This design comes from an exercise in tuning for small area and a short achievable clock period on the open sky130 flow, not from production work. The RTL was checked by simulation tests, not by an equivalence proof against the original design. No activity file was given, so power comes from the tool's default toggle rates.

[flow/config.mk]
export PLATFORM = sky130hd
export DESIGN_NAME = hog_top
export DESIGN_NICKNAME = hog_top
export VERILOG_FILES = /design/flow/design.v
export SDC_FILE = /design/flow/constraint.sdc
export NUM_CORES = 4
export LEC_CHECK = 0
export CAP_MARGIN = 20
export CORE_MARGIN = 2
export CORE_UTILIZATION = 35
export PLACE_DENSITY = 0.5
export SLEW_MARGIN = 20
export SYNTH_MEMORY_MAX_BITS = 65536
[flow/design.v]
module hog_fetch #(
    parameter   PIX_W   = 8,
    parameter   CELL_S  = 10,  
    parameter  PIX_N   = CELL_S * CELL_S - 4,  
    parameter  IN_W    = PIX_W * PIX_N,
    parameter  OUT_W   = PIX_W * 4  
) (
    input                       clk,
    input                       rst,
    input                       ready,
    output                      request,
    input   [IN_W - 1   : 0]    i_data,
    output                      i_valid,
    output  [OUT_W - 1  : 0]    o_data  
);
    reg [5 : 0] cnt;  
    reg [IN_W - 1 : 0] i_data_r;
    wire [PIX_W - 1 : 0] top;
    wire [PIX_W - 1 : 0] bot;
    wire [PIX_W - 1 : 0] left;
    wire [PIX_W - 1 : 0] right;
    localparam bias_top = 64;
    localparam bias_bot = 88 - 56;
    localparam bias_left = 72;
    localparam bias_right = 79;
    assign top = (cnt == 0) ? i_data[64 * 8 +: 8] :
        (cnt < PIX_W) ? i_data_r[(cnt + bias_top) * PIX_W +: PIX_W] : i_data_r[(cnt - PIX_W) * PIX_W +: PIX_W];
    assign bot = (cnt == 0) ? i_data[8 * 8 +: 8] :
        (cnt >= PIX_W * (PIX_W - 1)) ? i_data_r[(cnt + bias_bot) * PIX_W +: PIX_W] : i_data_r[(cnt + PIX_W) * PIX_W +: PIX_W];
    assign left = (cnt == 0) ? i_data[72 * 8 +: 8] :
       (cnt % 8 == 0) ? i_data_r[(cnt / 8 + bias_left) * PIX_W +: PIX_W] : i_data_r[(cnt - 1) * PIX_W +: PIX_W];
    assign right = (cnt == 0) ? i_data[1 * 8 +: 8] :
       ((cnt + 1) % 8 == 0) ? i_data_r[((cnt + 1) / 8 + bias_right) * PIX_W +: PIX_W] : i_data_r[(cnt + 1) * PIX_W +: PIX_W];
    assign o_data = {top, bot, left, right};
    assign request = (cnt == 0); 
    always @(posedge clk) begin
        if(~rst)
            cnt <= 0;
        else if(request && ready)
            cnt <= cnt + 1'b1;
        else if(cnt != 0)
            cnt <= cnt + 1'b1;
    end
    always @(posedge clk) begin
        if(request && ready)
            i_data_r <= i_data;
    end
    assign i_valid = (cnt != 0) ? 1 :
        (request && ready) ? 1 : 0;
endmodule
module sum_sq_diff # (
    parameter PIX_W = 8
)(  
    input                                   clk, 
    input               [PIX_W - 1  : 0]    top, 
    input               [PIX_W - 1  : 0]    bot,  
    input               [PIX_W - 1  : 0]    left,  
    input               [PIX_W - 1  : 0]    right,
    output reg signed   [PIX_W      : 0]    ver_diff,  
    output reg signed   [PIX_W      : 0]    hor_diff,  
    output              [2 * PIX_W  : 0]    result
);
    reg [2 * PIX_W : 0]        ver_sq;  
    reg [2 * PIX_W : 0]        hor_sq;  
    reg [2 * PIX_W : 0] sum;  
    always @(posedge clk) begin
        ver_diff <= bot - top;
        hor_diff <= right - left;
        ver_sq <= ver_diff * ver_diff;
        hor_sq <= hor_diff * hor_diff;
        sum <= ver_sq + hor_sq;
    end
    assign result = sum;
endmodule
module sqrt #(
    parameter           IN_W    = 18,
    parameter           OUT_F   = 4,
    parameter integer  OUT_I   = (IN_W + 2 - 1) / 2,  
    parameter          OUT_W   = OUT_I + OUT_F
) (
    input                       clk,
    input  [IN_W - 1    : 0]    in,
    output [OUT_W - 1   : 0]    out
);
    localparam IN_ALI_W = 2 * OUT_W;
    wire [IN_ALI_W - 1 : 0] in_ali;  
    assign in_ali = in << (IN_ALI_W - OUT_I * 2);
    wire [IN_ALI_W - 1 : 0] d_o [0 : OUT_W - 1];
    wire [OUT_W - 1 : 0] q_o [0 : OUT_W - 1];
    genvar i;
    generate
        sqrt_pe #(
            .Q_W     (OUT_W),
            .LOOP    (1)
        ) u_sqrt_pe_0 (
            .clk     (clk),
            .d_i     (in_ali),
            .q_i     ({OUT_W{1'b0}}),
            .d_o     (d_o[0]),
            .q_o     (q_o[0])
        );
        for(i = 2 ; i <= OUT_W; i = i + 1) begin : SQRT_PE_GEN
            if(2 * i < OUT_W + 2) begin
                sqrt_pe #(
                    .Q_W     (OUT_W),
                    .LOOP    (i)
                ) u_sqrt_pe (
                    .clk     (clk),
                    .d_i     (d_o[i - 2]),
                    .q_i     (q_o[i - 2]),
                    .d_o     (d_o[i - 1]),
                    .q_o     (q_o[i - 1])
                );
            end else begin
                sqrt_pe2 #(
                    .Q_W     (OUT_W),
                    .LOOP    (i)
                ) u_sqrt_pe2 (
                    .clk     (clk),
                    .d_i     (d_o[i - 2]),
                    .q_i     (q_o[i - 2]),
                    .d_o     (d_o[i - 1]),
                    .q_o     (q_o[i - 1])
                );
            end
        end
    endgenerate
    assign out = q_o[OUT_W - 1];
endmodule
module sqrt_pe2 #(
    parameter Q_W   = 12,  
    parameter LOOP  = 1,  
    parameter D_W  = 2 * Q_W  
) (
    input                       clk,
    input       [D_W - 1 :  0]  d_i,  
    input       [Q_W - 1 :  0]  q_i,  
    output reg  [D_W - 1 :  0]  d_o,  
    output reg  [Q_W - 1 :  0]  q_o  
);
    localparam CUT = D_W - LOOP * 2;
    wire signed [LOOP * 2 - 1 : 0] ac_d;  
    wire signed [Q_W + 1 : 0] ac_dr;  
    wire sign;
    wire signed [LOOP * 2 : 0] ac_r;  
    assign sign = ac_r[LOOP * 2];
    assign ac_dr = {q_i, 2'b01};
    assign ac_d = d_i[D_W - 1 : CUT];
    assign ac_r = ac_d - ac_dr;
    generate
        if(CUT > 0) begin
            always @(posedge clk) begin
                if (sign) begin
                    d_o <= d_i;
                    q_o <= q_i << 1;
                end else begin
                    d_o <= {ac_r, d_i[CUT - 1 : 0]};
                    q_o <= {q_i, 1'b1};
                end
            end
        end else begin
            always @(posedge clk) begin
                if (sign) begin
                    d_o <= d_i;
                    q_o <= q_i << 1;
                end else begin
                    d_o <= ac_r;
                    q_o <= {q_i, 1'b1};
                end
            end
        end
    endgenerate
endmodule
module sqrt_pe #(
    parameter Q_W   = 12,  
    parameter LOOP  = 1,  
    parameter D_W  = 2 * Q_W  
) (
    input                       clk,
    input       [D_W - 1 :  0]  d_i,  
    input       [Q_W - 1 :  0]  q_i,  
    output reg  [D_W - 1 :  0]  d_o,  
    output reg  [Q_W - 1 :  0]  q_o  
);
    localparam CUT = D_W - LOOP * 2;
    wire [LOOP * 2 - 1 : 0] ac_d;  
    wire signed [Q_W + 1 : 0] ac_dr;  
    wire sign;
    wire signed [Q_W + 2 : 0] ac_r;  
    assign ac_dr = {q_i, 2'b01};
    assign ac_d = d_i[D_W - 1 : CUT];
    assign ac_r = ac_d - ac_dr;
    assign sign = ac_r[Q_W + 2];
    generate
        if(CUT > 0) begin
            always @(posedge clk) begin
                if (sign) begin
                    d_o <= d_i;
                    q_o <= q_i << 1;
                end else begin
                    d_o <= {ac_r, d_i[CUT - 1 : 0]};
                    q_o <= {q_i, 1'b1};
                end
            end
        end else begin
            always @(posedge clk) begin
                if (sign) begin
                    d_o <= d_i;
                    q_o <= q_i << 1;
                end else begin
                    d_o <= ac_r;
                    q_o <= {q_i, 1'b1};
                end
            end
        end
    endgenerate
endmodule
module div #(
    parameter   A_W     = 9,
    parameter   B_W     = 9,
    parameter   O_I_W   = 4,  
    parameter   O_F_W   = 16,  
    parameter  O_W     = O_I_W + O_F_W  
) (
    input clk,
    input signed    [A_W - 1 : 0] a,
    input signed    [B_W - 1 : 0] b,
    output          [O_W - 1 : 0] o
);
    reg [O_W - 1 : 0] o_r;
    wire signed [A_W + O_F_W - 1 : 0] a_w;
    reg signed [A_W + O_F_W - 1 : 0] temp;
    assign a_w = a << O_F_W;
    reg [O_W - 1 : 0] temp2;
    localparam signed [19:0] tan80 = 20'h5ABD9;
    localparam signed [19:0] tan100 = 20'hA5426;
    always @(posedge clk) begin
        if(b == 0 && a[A_W - 1] == 0)
            temp <= {1'b0, {(O_W - 1){1'b1}}};
        else if (b == 0 && a[A_W - 1] == 1)
            temp <= {1'b1, {(O_W - 2){1'b0}}, 1'b1};
        else 
            temp <= a_w / b;
        temp2 <= (temp > tan80) ? tan80 :
            (temp < tan100) ? tan100 : temp;
        o_r <= temp2;
    end
    assign o = o_r;
endmodule
module mag_cal #(
    parameter   PIX_W = 8,  
    parameter   MAG_F = 4, 
    parameter   TAN_I = 4,  
    parameter   TAN_F = 16,  
    parameter  MAG_I = PIX_W + 1,  
    parameter  MAG_W = MAG_I + MAG_F,
    parameter  TAN_W = TAN_I + TAN_F
) (
    input                           clk,
    input                           rst,
    input                           i_valid,
    input   [PIX_W * 4 - 1  : 0]    pixel,
    output  [MAG_W - 1      : 0]    magnitude,
    output  [TAN_W - 1      : 0]    tan,
    output                          o_valid
);
    wire signed [PIX_W - 1 : 0] top;
    wire signed [PIX_W - 1 : 0] bot;
    wire signed [PIX_W - 1 : 0] left;
    wire signed [PIX_W - 1 : 0] right;
    wire [PIX_W : 0] ver_diff;
    wire [PIX_W : 0] hor_diff;
    wire [2 * PIX_W : 0] result;
    assign {top, bot, left, right} = pixel;
    sum_sq_diff #(
        .PIX_W       (PIX_W)
    ) u_sum_sq_diff (
        .clk         (clk),
        .top         (top),
        .bot         (bot),
        .left        (left),
        .right       (right),
        .ver_diff    (ver_diff),
        .hor_diff    (hor_diff),
        .result      (result)
    );
    localparam pi_cycles = 16;  
    localparam pi_remain = pi_cycles - 4;
    wire [TAN_W - 1 : 0] tan_w;
    reg [TAN_W - 1 : 0] tan_r [0 : pi_remain - 1];
    reg valid_r [0 : pi_cycles - 1];
    sqrt #(
        .IN_W     (2 * PIX_W + 1),
        .OUT_F    (MAG_F)
    ) u_sqrt (
        .clk      (clk),
        .in       (result),
        .out      (magnitude)
    );
    div #(
        .A_W      (PIX_W + 1),
        .B_W      (PIX_W + 1),
        .O_I_W    (TAN_I),
        .O_F_W    (TAN_F)
    ) u_div (
        .clk      (clk),
        .a        (ver_diff),
        .b        (hor_diff),
        .o        (tan_w)
    );
    genvar i;
    generate
        always @(posedge clk) begin
            tan_r[0] <= tan_w;
        end
        for(i = 1; i <= pi_remain - 1; i = i + 1) begin : TAN_ASSIGN
            always @(posedge clk) begin
                tan_r[i] <= tan_r[i - 1];
            end
        end
    endgenerate
    generate
        always @(posedge clk) begin
            if(!rst)  valid_r[0] <= 0;
            else valid_r[0] <= i_valid;
        end
        for(i = 1; i <= pi_cycles - 1; i = i + 1) begin : VALID_GEN
            always @(posedge clk) begin
                if(!rst)  valid_r[i] <= 0;
                else valid_r[i] <= valid_r[i - 1];
            end
        end
    endgenerate
    assign o_valid = valid_r[pi_cycles - 1];
    assign tan = tan_r[pi_remain - 1];
endmodule
module bin_ctr #(
    parameter  TAN_W   = 20,
    parameter  CODE_W  = 4,
    parameter  CNT_W   = 6,
    parameter  MAX_CNT = 64
)(
    input                               clk,
    input                               rst,
    input                               i_valid,
    input signed    [TAN_W - 1  : 0]    tan,
    output          [CODE_W - 1 : 0]    code,
    output reg      [CNT_W - 1  : 0]    cnt,
    output reg                          o_valid
);
    localparam signed [19:0] tan0 = 20'h0;
    localparam signed [19:0] tan20 = 20'h5D2D;
    localparam signed [19:0] tan40 = 20'hD6CF;
    localparam signed [19:0] tan60 = 20'h1BB68;
    localparam signed [19:0] tan80 = 20'h5ABD9;
    localparam signed [19:0] tan100 = 20'hA5427;
    localparam signed [19:0] tan120 = 20'hE4498;
    localparam signed [19:0] tan140 = 20'hF2931;
    localparam signed [19:0] tan160 = 20'hFA2D3;
    always @(posedge clk) begin
        if(!rst) begin
            cnt <= 0;
            o_valid <= 0;
        end else if(i_valid) begin
            cnt <= cnt + 1;
            if(cnt == MAX_CNT - 1)
                o_valid <= 1;
            else
                o_valid <= 0;
        end else
            o_valid <= 0;
    end
    assign code = (tan0 <= tan  && tan < tan20) ? 0 :
        (tan20 <= tan && tan < tan40) ? 1 :
        (tan40 <= tan && tan < tan60) ? 2 :
        (tan60 <= tan && tan < tan80) ? 3 :
        (tan80 <= tan || tan < tan100) ? 4 :
        (tan100 <= tan && tan < tan120) ? 5 :
        (tan120 <= tan && tan < tan140) ? 6 :
        (tan140 <= tan && tan < tan160) ? 7 : 8;
endmodule
module bin_cal #(
    parameter   TAN_W   = 12,
    parameter   MAG_I   = 9,
    parameter   MAG_F   = 4,
    parameter   BIN_I   = 16,  
    parameter  BIN_F   = MAG_F,  
    parameter  BIN_W   = BIN_I + BIN_F,  
    parameter  MAG_W   = MAG_I + MAG_F
) (
    input                           clk,
    input                           rst,
    input                           i_valid,
    input   [MAG_W - 1      : 0]    magnitude,
    input   [TAN_W - 1      : 0]    tan,
    output                          o_valid,
    output  [BIN_W * 9 - 1  : 0]    bin
);
    localparam  CODE_W  = 4;
    reg [BIN_W - 1 : 0] bin_r [0 : 8];  
    wire [CODE_W - 1 : 0] code;
    wire [5 : 0] cnt;
    bin_ctr u_bin_ctr (
        .clk        (clk),
        .rst        (rst),
        .i_valid    (i_valid),
        .tan        (tan),
        .code       (code),
        .cnt        (cnt),
        .o_valid    (o_valid)
    );
    integer i;
    always @(posedge clk) begin
        if(i_valid) begin
            if(!cnt) begin
                for(i = 0; i < 9; i = i + 1)
                    bin_r[i] <= 0;
                bin_r[code] <= magnitude;
            end else begin
                bin_r[code] <= bin_r[code] + magnitude;
            end       
        end
    end
    assign bin = {
        bin_r[8],
        bin_r[7],
        bin_r[6],
        bin_r[5],
        bin_r[4],
        bin_r[3],
        bin_r[2],
        bin_r[1],
        bin_r[0]
    };
endmodule
module dp_ram #(
  parameter   DATA_W  = 180,
  parameter   ADDR_W  = 6,
  parameter   MEM_S   = 2 ** ADDR_W
) (
  input                         clk,
  input                         write_en,
  input       [ADDR_W - 1 : 0]  addr_a,
  input       [ADDR_W - 1 : 0]  addr_b,
  input       [DATA_W - 1 : 0]  i_data,
  output reg  [DATA_W - 1 : 0]  o_data
);
  reg [DATA_W - 1 : 0] ram [MEM_S - 1 : 0];
  always @(posedge clk) begin 
    if (write_en)   
      ram[addr_a] <= i_data;
  end
  always @(posedge clk) begin 
    o_data <= ram[addr_b];
  end
endmodule
module div2 #(
    parameter   A_W     = 9,
    parameter   B_W     = 9,
    parameter   O_I_W   = 4,  
    parameter   O_F_W   = 8,  
    parameter  O_W     = O_I_W + O_F_W  
) (
    input                       clk,
    input   [A_W - 1    : 0]    a,
    input   [B_W - 1    : 0]    b,
    output  [O_W - 1    : 0]    o
);
    reg [O_W - 1 : 0] o_r;
    reg  [A_W + O_F_W - 1 : 0] a_w;
    always @(posedge clk) begin
        a_w <= a << O_F_W;
        o_r <= a_w / b;
    end
    assign o = o_r;
endmodule
module normalize #(
    parameter BIN_I     = 16,  
    parameter BIN_F     = 4,  
    parameter FEA_I     = 4,  
    parameter FEA_F     = 8,  
    parameter BIN_W    = BIN_I + BIN_F,  
    parameter FEA_W    = FEA_I + FEA_F  
) (
    input                           clk,
    input                           rst,
    input   [9 * BIN_W - 1  : 0]    bin,
    input                           i_valid,
    output  [FEA_W - 1      : 0]    fea,
    output                          o_valid
);
    localparam SUM_W = BIN_W + 2;
    localparam ADDR_W = 6;
    localparam MAX_ADDR = 42;
    localparam CELL_NUM = 1200;
    localparam CNT_W = 11;  
    localparam QUO_I = 0;
    localparam QUO_F = FEA_F * 2;
    localparam QUO_W = QUO_I + QUO_F;
    localparam LINE = 40;
    localparam epsilon = 12'h1;
    reg [CNT_W - 1 : 0] cnt;
    reg o_valid_r;
    always @(posedge clk) begin
        if(!rst)
            cnt <= 0;
        else if(i_valid) begin
            if(cnt == CELL_NUM)
                cnt <= 0;
            else
                cnt <= cnt + 1;
        end else if(cnt == CELL_NUM && o_valid_r && ~o_valid) begin
                cnt <= 0;
        end
    end
    wire [ADDR_W - 1 : 0] addr_a;
    assign addr_a = cnt % MAX_ADDR;
    reg [6 : 0] cnt_after_valid;
    reg [ADDR_W - 1 : 0] addr_b;
    wire [9 * BIN_W - 1 : 0] o_data;
    always @(posedge clk) begin
        if(!rst)
            cnt_after_valid <= 0;
        else if(i_valid)
            cnt_after_valid <= 1;
        else
            cnt_after_valid <= cnt_after_valid + 1;
    end
    localparam div_with_fea_a = 8;
    localparam div_with_fea_b = div_with_fea_a + 9;
    localparam div_with_fea_c = div_with_fea_b + 9;
    localparam div_with_fea_d = div_with_fea_c + 9;
    always @(*) begin
        if(cnt_after_valid == 1 || (div_with_fea_a <= cnt_after_valid && cnt_after_valid < div_with_fea_b)) begin
            addr_b = addr_a;
        end else if(cnt_after_valid == 2 || (div_with_fea_b <= cnt_after_valid && cnt_after_valid < div_with_fea_c)) begin
            if(addr_a == MAX_ADDR - 1)
                addr_b = 0;
            else
                addr_b = addr_a + 1;
        end else if(cnt_after_valid == 3 || (div_with_fea_c <= cnt_after_valid && cnt_after_valid < div_with_fea_d)) begin
            if (addr_a == 0)
                addr_b = MAX_ADDR - 2;
            else if (addr_a == 1)
                addr_b = MAX_ADDR - 1;
            else
                addr_b = addr_a - 2;
        end else if(cnt_after_valid == 4 || div_with_fea_d <= cnt_after_valid) begin
            if (addr_a == 0)
                addr_b = MAX_ADDR - 1;
            else
                addr_b = addr_a - 1;
        end else
            addr_b = 1;
    end
    wire accumulate;
    assign accumulate = (2 < cnt_after_valid && cnt_after_valid < 6);
    wire save;
    assign save = cnt_after_valid >= 6;
    dp_ram #(
        .DATA_W      (9 * BIN_W),
        .ADDR_W      (ADDR_W),
        .MEM_S       (MAX_ADDR)
    ) u_dp_ram (
        .clk         (clk),
        .write_en    (i_valid),
        .addr_a      (addr_a),
        .addr_b      (addr_b),
        .i_data      (bin),
        .o_data      (o_data)
    );
    wire [SUM_W - 1 : 0] b_sum;
    reg [SUM_W - 1 : 0] sum;
    assign b_sum = bin_sum(o_data);
    always @(posedge clk) begin
        if(save)
            sum <= sum;
        else if(accumulate)
            sum <= sum + b_sum;
        else
            sum <= b_sum + epsilon;
    end
    wire [BIN_W - 1 : 0] dividend;
    assign dividend = (!(cnt_after_valid % 9)) ? o_data[0 +: 20] :
        (cnt_after_valid % 9 == 1) ? o_data[20 +: 20] :
        (cnt_after_valid % 9 == 2) ? o_data[40 +: 20] :
        (cnt_after_valid % 9 == 3) ? o_data[60 +: 20] :
        (cnt_after_valid % 9 == 4) ? o_data[80 +: 20] :
        (cnt_after_valid % 9 == 5) ? o_data[100 +: 20] :
        (cnt_after_valid % 9 == 6) ? o_data[120 +: 20] :
        (cnt_after_valid % 9 == 7) ? o_data[140 +: 20] : o_data[160 +: 20];
    wire [QUO_W - 1 : 0] quotient; 
    div2 #(
        .A_W      (BIN_W),
        .B_W      (SUM_W),
        .O_I_W    (QUO_I),
        .O_F_W    (QUO_F)
    ) u_div2 (
        .clk      (clk),
        .a        (dividend),
        .b        (sum),
        .o        (quotient)
    );
    wire [QUO_W / 2 - 1 : 0] sqrt_q;
    sqrt #(
        .IN_W     (QUO_W),
        .OUT_F    (0)
    ) u_sqrt (
        .clk      (clk),
        .in       (quotient),
        .out      (sqrt_q)
    );
    assign fea = {4'b0, sqrt_q};
    localparam s_valid_time = div_with_fea_a + FEA_F + 3;
    localparam e_valid_time = s_valid_time + 36;
    assign o_valid = (cnt >= MAX_ADDR && s_valid_time <= cnt_after_valid && cnt_after_valid < e_valid_time && cnt % LINE != 1);
    always @(posedge clk) begin
        o_valid_r <= o_valid;
    end
    function [21 : 0] bin_sum(input [179 : 0] bin);
        begin
            bin_sum = bin[0 +: 20] 
                + bin[20 +: 20]
                + bin[40 +: 20]
                + bin[60 +: 20]
                + bin[80 +: 20]
                + bin[100 +: 20]
                + bin[120 +: 20]
                + bin[140 +: 20]
                + bin[160 +: 20];
        end
    endfunction
endmodule
module hog #(
    parameter   PIX_W   = 8,  
    parameter   MAG_F   = 4, 
    parameter   TAN_I   = 4,  
    parameter   TAN_F   = 16,  
    parameter   BIN_I   = 16,  
    parameter   FEA_I   = 4,  
    parameter   FEA_F   = 8,  
    parameter  FEA_W   = FEA_I + FEA_F,
    parameter  IN_W    = PIX_W * 4
) (
    input                       clk,
    input                       rst,
    input                       i_valid,
    input   [IN_W - 1   : 0]    i_data,
    output  [FEA_W - 1  : 0]    fea,
    output                      o_valid
);
    localparam TAN_W = TAN_I + TAN_F;
    localparam MAG_I = PIX_W + 1;
    localparam BIN_F = MAG_F;
    localparam MAG_W = MAG_I + MAG_F;
    localparam BIN_W = BIN_I + BIN_F;
    wire [MAG_W - 1 : 0] magnitude;
    wire [TAN_W - 1 : 0] tan;
    wire [BIN_W * 9 - 1 : 0] bin;
    wire mag_cal_valid;
    wire bin_cal_valid;
    mag_cal #(
        .PIX_W        (PIX_W),
        .MAG_F        (MAG_F),
        .TAN_I        (TAN_I),
        .TAN_F        (TAN_F)
    ) u_mag_cal (
        .clk          (clk),
        .rst          (rst),
        .i_valid      (i_valid),
        .pixel        (i_data),
        .magnitude    (magnitude),
        .tan          (tan),
        .o_valid      (mag_cal_valid)
    );
    bin_cal #(
        .TAN_W        (TAN_W),
        .MAG_I        (MAG_I),
        .MAG_F        (MAG_F),
        .BIN_I        (BIN_I)
    ) u_bin_cal (
        .clk          (clk),
        .rst          (rst),
        .i_valid      (mag_cal_valid),
        .magnitude    (magnitude),
        .tan          (tan),
        .o_valid      (bin_cal_valid),
        .bin          (bin)
    );
    normalize #(
        .BIN_I      (BIN_I),
        .BIN_F      (BIN_F),
        .FEA_I      (FEA_I),
        .FEA_F      (FEA_F)
    ) u_normalize (
        .clk        (clk),
        .rst        (rst),
        .bin        (bin),
        .i_valid    (bin_cal_valid),
        .fea        (fea),
        .o_valid    (o_valid)
    );
endmodule
module hog_top (
    input               clk,
    input               rst,
    input               ready,
    output              request,
    input   [767 : 0]   i_data_fetch,
    output  [19 : 0]    fea,
    output              o_valid
);
    wire            i_valid_hog;
    wire [31 : 0]   i_data_hog;
    hog_fetch #(
        .PIX_W      (8),
        .CELL_S     (10)
    ) u_hog_fetch (
        .clk        (clk),
        .rst        (rst),
        .ready      (ready),
        .request    (request),
        .i_data     (i_data_fetch),
        .i_valid    (i_valid_hog),
        .o_data     (i_data_hog)
    );
    hog #(
        .PIX_W      (8),
        .MAG_F      (4),
        .TAN_I      (4),
        .TAN_F      (16),
        .BIN_I      (16),
        .FEA_I      (4),
        .FEA_F      (16)
    ) u_hog (
        .clk        (clk),
        .rst        (rst),
        .i_valid    (i_valid_hog),
        .i_data     (i_data_hog),
        .fea        (fea),
        .o_valid    (o_valid)
    );
endmodule
[flow/run.sh]
#!/bin/bash
# synth_recipe.tcl (not shown) runs the flow's synth.tcl, then flattens the netlist and writes it again
# the make line also repeats each setting of config.mk as NAME=value (left out here)
make -C /OpenROAD-flow-scripts/flow DESIGN_CONFIG=/design/flow/config.mk WORK_HOME=/design/flow/orfs CLKGATE_MAP_FILE= SYNTH_SCRIPT=/design/flow/synth_recipe.tcl finish
[flow/constraint.sdc]
create_clock -name core_clock -period 220.0 [get_ports {clk}]
set_input_delay 44.0000 -clock core_clock [delete_from_list [all_inputs] [get_ports {clk}]]
set_output_delay 44.0000 -clock core_clock [all_outputs]
set_load 0.01 [all_outputs]
==> results.toml <==
[run_status]
outcome = "complete, no violations"

[clocking]
cts_buffers = 1205
cts_sinks = 10173
worstSkewPairLatency_ns = 1.31
cts_buffer_depth = 6
cts_tree = "done"
htree_levels = 7
cts-root-buf = "clkbuf_16"
clkTransAtPathRegs_ns = 0.06

[critical_path]
startpoint = "u_hog.u_normalize.sum[21]"
worst_setup_path_start_kind = "flop"
arrival_ns = 204.66
rr_endpoint = "u_hog.u_normalize.u_div2.o_r[0]"
reg2reg_slack_ns = 16.43
cp.depth = 867
cp.required_ns = 221.09
slowest_delay_ns = 0.70
endpoint = "u_hog.u_normalize.u_div2.o_r[0]"
critPathMaxFanout = 59
reg2reg_from = "u_hog.u_normalize.sum[21]"
endpoint_kind = "flop"
critical-path-top-delay-family = "compound AO/OA/AOI/OAI gates"
crit_type = "reg -> reg"
crit_top_cell = "o21a_1"
crit_path_top_delay_cell = "or4_1"
ff2ff_path_depth = 951
path_buf_inv = 47

[global_route]
grt_pass1_vias = 318802
antenna_found_initial = 219
grt_usage_pct = 23.7
grt_start_max_net_pins = 153
grt_first_pass_wirelength_mm = 2410
overflow = 0

[final_layout]
drive_above_1_share_pct = 17.4
layoutNonFillerInstCount = 56201
fin_nets = 39349
areaGrowthSynthToFinish_pct = 15.2
multiInputGateArea_mm2 = 0.190
final_util_pct = 40.5
design_area_mm2 = 0.563
fill_cells = 127850
seq_area_mm2 = 0.290

[floorplanning]
placeableCoreArea_mm2 = 1.39
initial_core_util_pct = 35.1
fp.dieH_mm = 1.19
rows = 433
io_pins = 793
dieArea_mm2 = 1.40
die_w_mm = 1.19

[run]
max-cap-violations = 0

[placed_design]
gp_congestion = 0.922
dpl_cell_area_mm2 = 0.525
io_buffers = 788
hpwlAfterDp_mm = 1120
placedCellCount = 53975

[timing]
clock_skew_ns = 0.169
slew_viol_final = 0
worst_slew_pin_slew_ns = 1.22
whs_ns = 0.269
min_period_ns = 203.57
rsz0062_at_grt = "no"
tns_ns = 0
finalCritPeriodShare_pct = 92.5
max_slew_margin_pct = 18.9
setup_violations = 0
hold_viol = 0
max_freq_mhz = 4.91

[yosys]
yosysWarnings = 42
ys_seq_area_share_pct = 59.3
synth_seq_cells = 10173
synth.distinct_cells = 167
synth_edf_count = 8590
ys_async_sr_fraction_pct = 0
ys.flop_type = "edfxtp_1"
syn_area_mm2 = 0.488
avgSynthCellArea_um2 = 14.0
syn_inst = 34768

[routing]
drc = 0
drt_wl_total_mm = 1720
first_pass_iters = 6
vias = 321572
wl_per_cell_um = 30.6
vias_per_cell = 5.72
dr.first_iter.drc_count = 34383
ant_nets = 0

[power_and_ir_drop]
pg_seq_mw = 2.53
top_power_group = "combinational cells"
peakVddDrop_mv = 4.24
power.switching_mw = 521
combPwrFrac_pct = 99.5
p_per_area_mw_per_mm2 = 1610
power.static_leakage_nw = 192
p_comb_mw = 900
intPower_mw = 384
p_sw_share_pct = 57.6
p_clk_share_pct = 0.2
pg_clk_mw = 1.91
pwr-share-seq_pct = 0.3

[worst_hold_path]
hp-class = "reg -> reg"
holdPathStages = 0
## final cells by class
type / count / area share (%)
diodes: 162 / 0.0720
well taps: 18487 / 4.11
clock inverters: 481 / 0.728
flip-flops and latches: 10173 / 51.5
repair buffers: 2224 / 3.48
multi-input cells: 22151 / 33.7
inverters: 948 / 0.640
clock buffers: 1575 / 5.82
## flip-flops by register name, summed over array words and instances (netlist names), 17 cells and up
name,flops
u_hog.u_mag_cal.u_sqrt.SQRT_PE_GEN.genblk1.u_sqrt_pe.q_o,27
u_hog.u_normalize.u_sqrt.SQRT_PE_GEN.genblk1.u_sqrt_pe2.q_o,100
u_hog.u_normalize.u_div2.o_r,32
u_hog_fetch.i_data_r,768
u_hog.u_normalize.u_dp_ram.o_data,180
u_hog.u_mag_cal.u_sqrt.SQRT_PE_GEN.genblk1.u_sqrt_pe.d_o,108
u_hog.u_normalize.u_sqrt.SQRT_PE_GEN.genblk1.u_sqrt_pe.q_o,35
u_hog.u_mag_cal.u_div.o_r,20
u_hog.u_normalize.u_sqrt.SQRT_PE_GEN.genblk1.u_sqrt_pe.d_o,224
u_hog.u_bin_cal.bin_r,240
u_hog.u_mag_cal.u_sum_sq_diff.sum,17
u_hog.u_normalize.sum,22
u_hog.u_normalize.u_dp_ram.ram,7560
u_hog.u_mag_cal.u_sqrt.u_sqrt_pe_0.d_o,17
u_hog.u_mag_cal.tan_r,240
u_hog.u_normalize.u_div2.a_w,20
u_hog.u_mag_cal.u_sqrt.SQRT_PE_GEN.genblk1.u_sqrt_pe2.d_o,99
u_hog.u_normalize.u_sqrt.SQRT_PE_GEN.genblk1.u_sqrt_pe2.d_o,224
u_hog.u_mag_cal.u_div.temp,25
u_hog.u_mag_cal.u_sqrt.SQRT_PE_GEN.genblk1.u_sqrt_pe2.q_o,63
u_hog.u_normalize.u_sqrt.u_sqrt_pe_0.d_o,32
u_hog.u_mag_cal.u_div.temp2,20
## per-layer routing
layer	routed length (um)	GRT usage [%]	up-vias	part of all wire, %
li1	-	-	138629	-
met1	686000	30.5	166692	40
met3	118000	3.79	3024	6.9
met5	897	0	-	0.052
met2	831000	39.8	13105	48
met4	81500	10.0	122	4.7
## cell usage after synthesis (215+ instances only)
cell type  instances  area share, %
dfxtp_1         1583            6.5
nand4_1          215           0.28
nor2_1          1751            1.3
mux2_2           312           0.72
buf_1            416           0.32
fa_1             261            1.1
a21o_1           960            1.5
o31ai_1          244           0.38
mux4_2          2574             12
xnor2_1         1004            1.8
xor2_1           447           0.80
a21oi_1         1780            1.8
mux2i_1          260           0.53
nor2b_1          234           0.30
o21ai_0          967           0.99
nand3_1         1081            1.1
inv_1            921           0.71
ha_1            1614            4.1
a311oi_1         233           0.42
edfxtp_1        8590             53
a31oi_1          316           0.40
nand2_1         3503            2.7
clkbuf_1        1047           0.80
nand2b_1         291           0.37
and2_1           248           0.32
o21a_1           496           0.76
and3_1           282           0.36
nor3_1           552           0.57
## per-stage QoR
stage	worst slack [ns]	total power, mW
floorplan	24.27	995
finish	16.43	905
global route	0.00203	917
detailed placement	12.88	884
CTS	11.47	889
global placement	12.90	881
## repair_timing
| action | 4_1_cts | 5_1_grt |
|---|---|---|
| buffers inserted | 0 | 5 |
| endpoints found under the setup margin | 0 | 2 |
| hold buffers | 0 | 0 |
| gates resized for setup | 0 | 24 |
## logic make-up (layout without fill, tap and decap cells)
family / after synthesis / count (layout) / synth area share (%)
AOI/OAI and AO/OA: 6444 / 6444 / 8.73
xor gates and xnor gates: 1459 / 1459 / 2.64
adders and majority gates: 1880 / 1880 / 5.22
buffers and inverters: 2602 / 5228 / 2.21
DFF: 10173 / 10173 / 59.3
muxes: 3183 / 3183 / 13.2
other: 2 / 321 / 0.00154
and+or+nand+nor: 9025 / 9026 / 8.66
## cell usage in the layout (no fill, tap or decap), drive strengths merged, types with 121 or more instances in the layout
cell / netlist / layout
nor4: 161 / 161
o22ai: 121 / 121
clkbuf: 1056 / 1575
a21o: 960 / 960
nor2b: 235 / 235
conb: 2 / 159
diode: 0 / 162
mux2: 338 / 338
nand3: 1083 / 1083
inv: 942 / 977
dfxtp: 1583 / 1583
buf: 598 / 1437
o21bai: 143 / 143
nand4: 222 / 222
o21ai: 1020 / 1020
and2: 252 / 252
o211ai: 126 / 126
nor3: 561 / 561
fa: 261 / 261
a31oi: 323 / 323
clkinv: 6 / 364
mux4: 2574 / 2574
xnor2: 1006 / 1006
or3: 170 / 170
o21a: 498 / 498
o31ai: 247 / 247
mux2i: 271 / 271
a311oi: 235 / 235
xor2: 448 / 448
clkdlybuf4s50: 0 / 787
and3: 284 / 284
ha: 1614 / 1614
nand2b: 292 / 292
a21oi: 1793 / 1793
a211oi: 213 / 213
edfxtp: 8590 / 8590
nor2: 1760 / 1761
nand2: 3505 / 3505
or2: 155 / 155

[afterwards: timing with drivers on the ports]
In the flow no input, the clock included, has a driving cell. The finished layout below was timed again as built, in two steps.
Step 1 (the two cells are an assumption about what drives the block):
set clk [get_ports {clk}]
set_driving_cell -lib_cell sky130_fd_sc_hd__clkbuf_16 $clk
set_driving_cell -lib_cell sky130_fd_sc_hd__buf_2 [delete_from_list [all_inputs] $clk]
Step 2 adds t to the input delays and takes it off the output delays; t is the mean of the earliest and latest rising clock arrival at the registers after step 1. Input paths then give back, and output paths get back, about the clock's delay inside the block.
Slacks: ideal ports / drivers / drivers and shift; pairs: ideal ports / drivers.
t (ns): 1.434
slack for setup (ns): 16.427 / 16.427 / 16.427
hold slack, ns: 0.269 / 0.269 / 0.269
clock arrival spread, ns: 0.220 / 0.219
After both steps this run still meets setup and hold. The setup slack of this run moves by 0.000 ns with the drivers and by 0.000 ns with both steps.
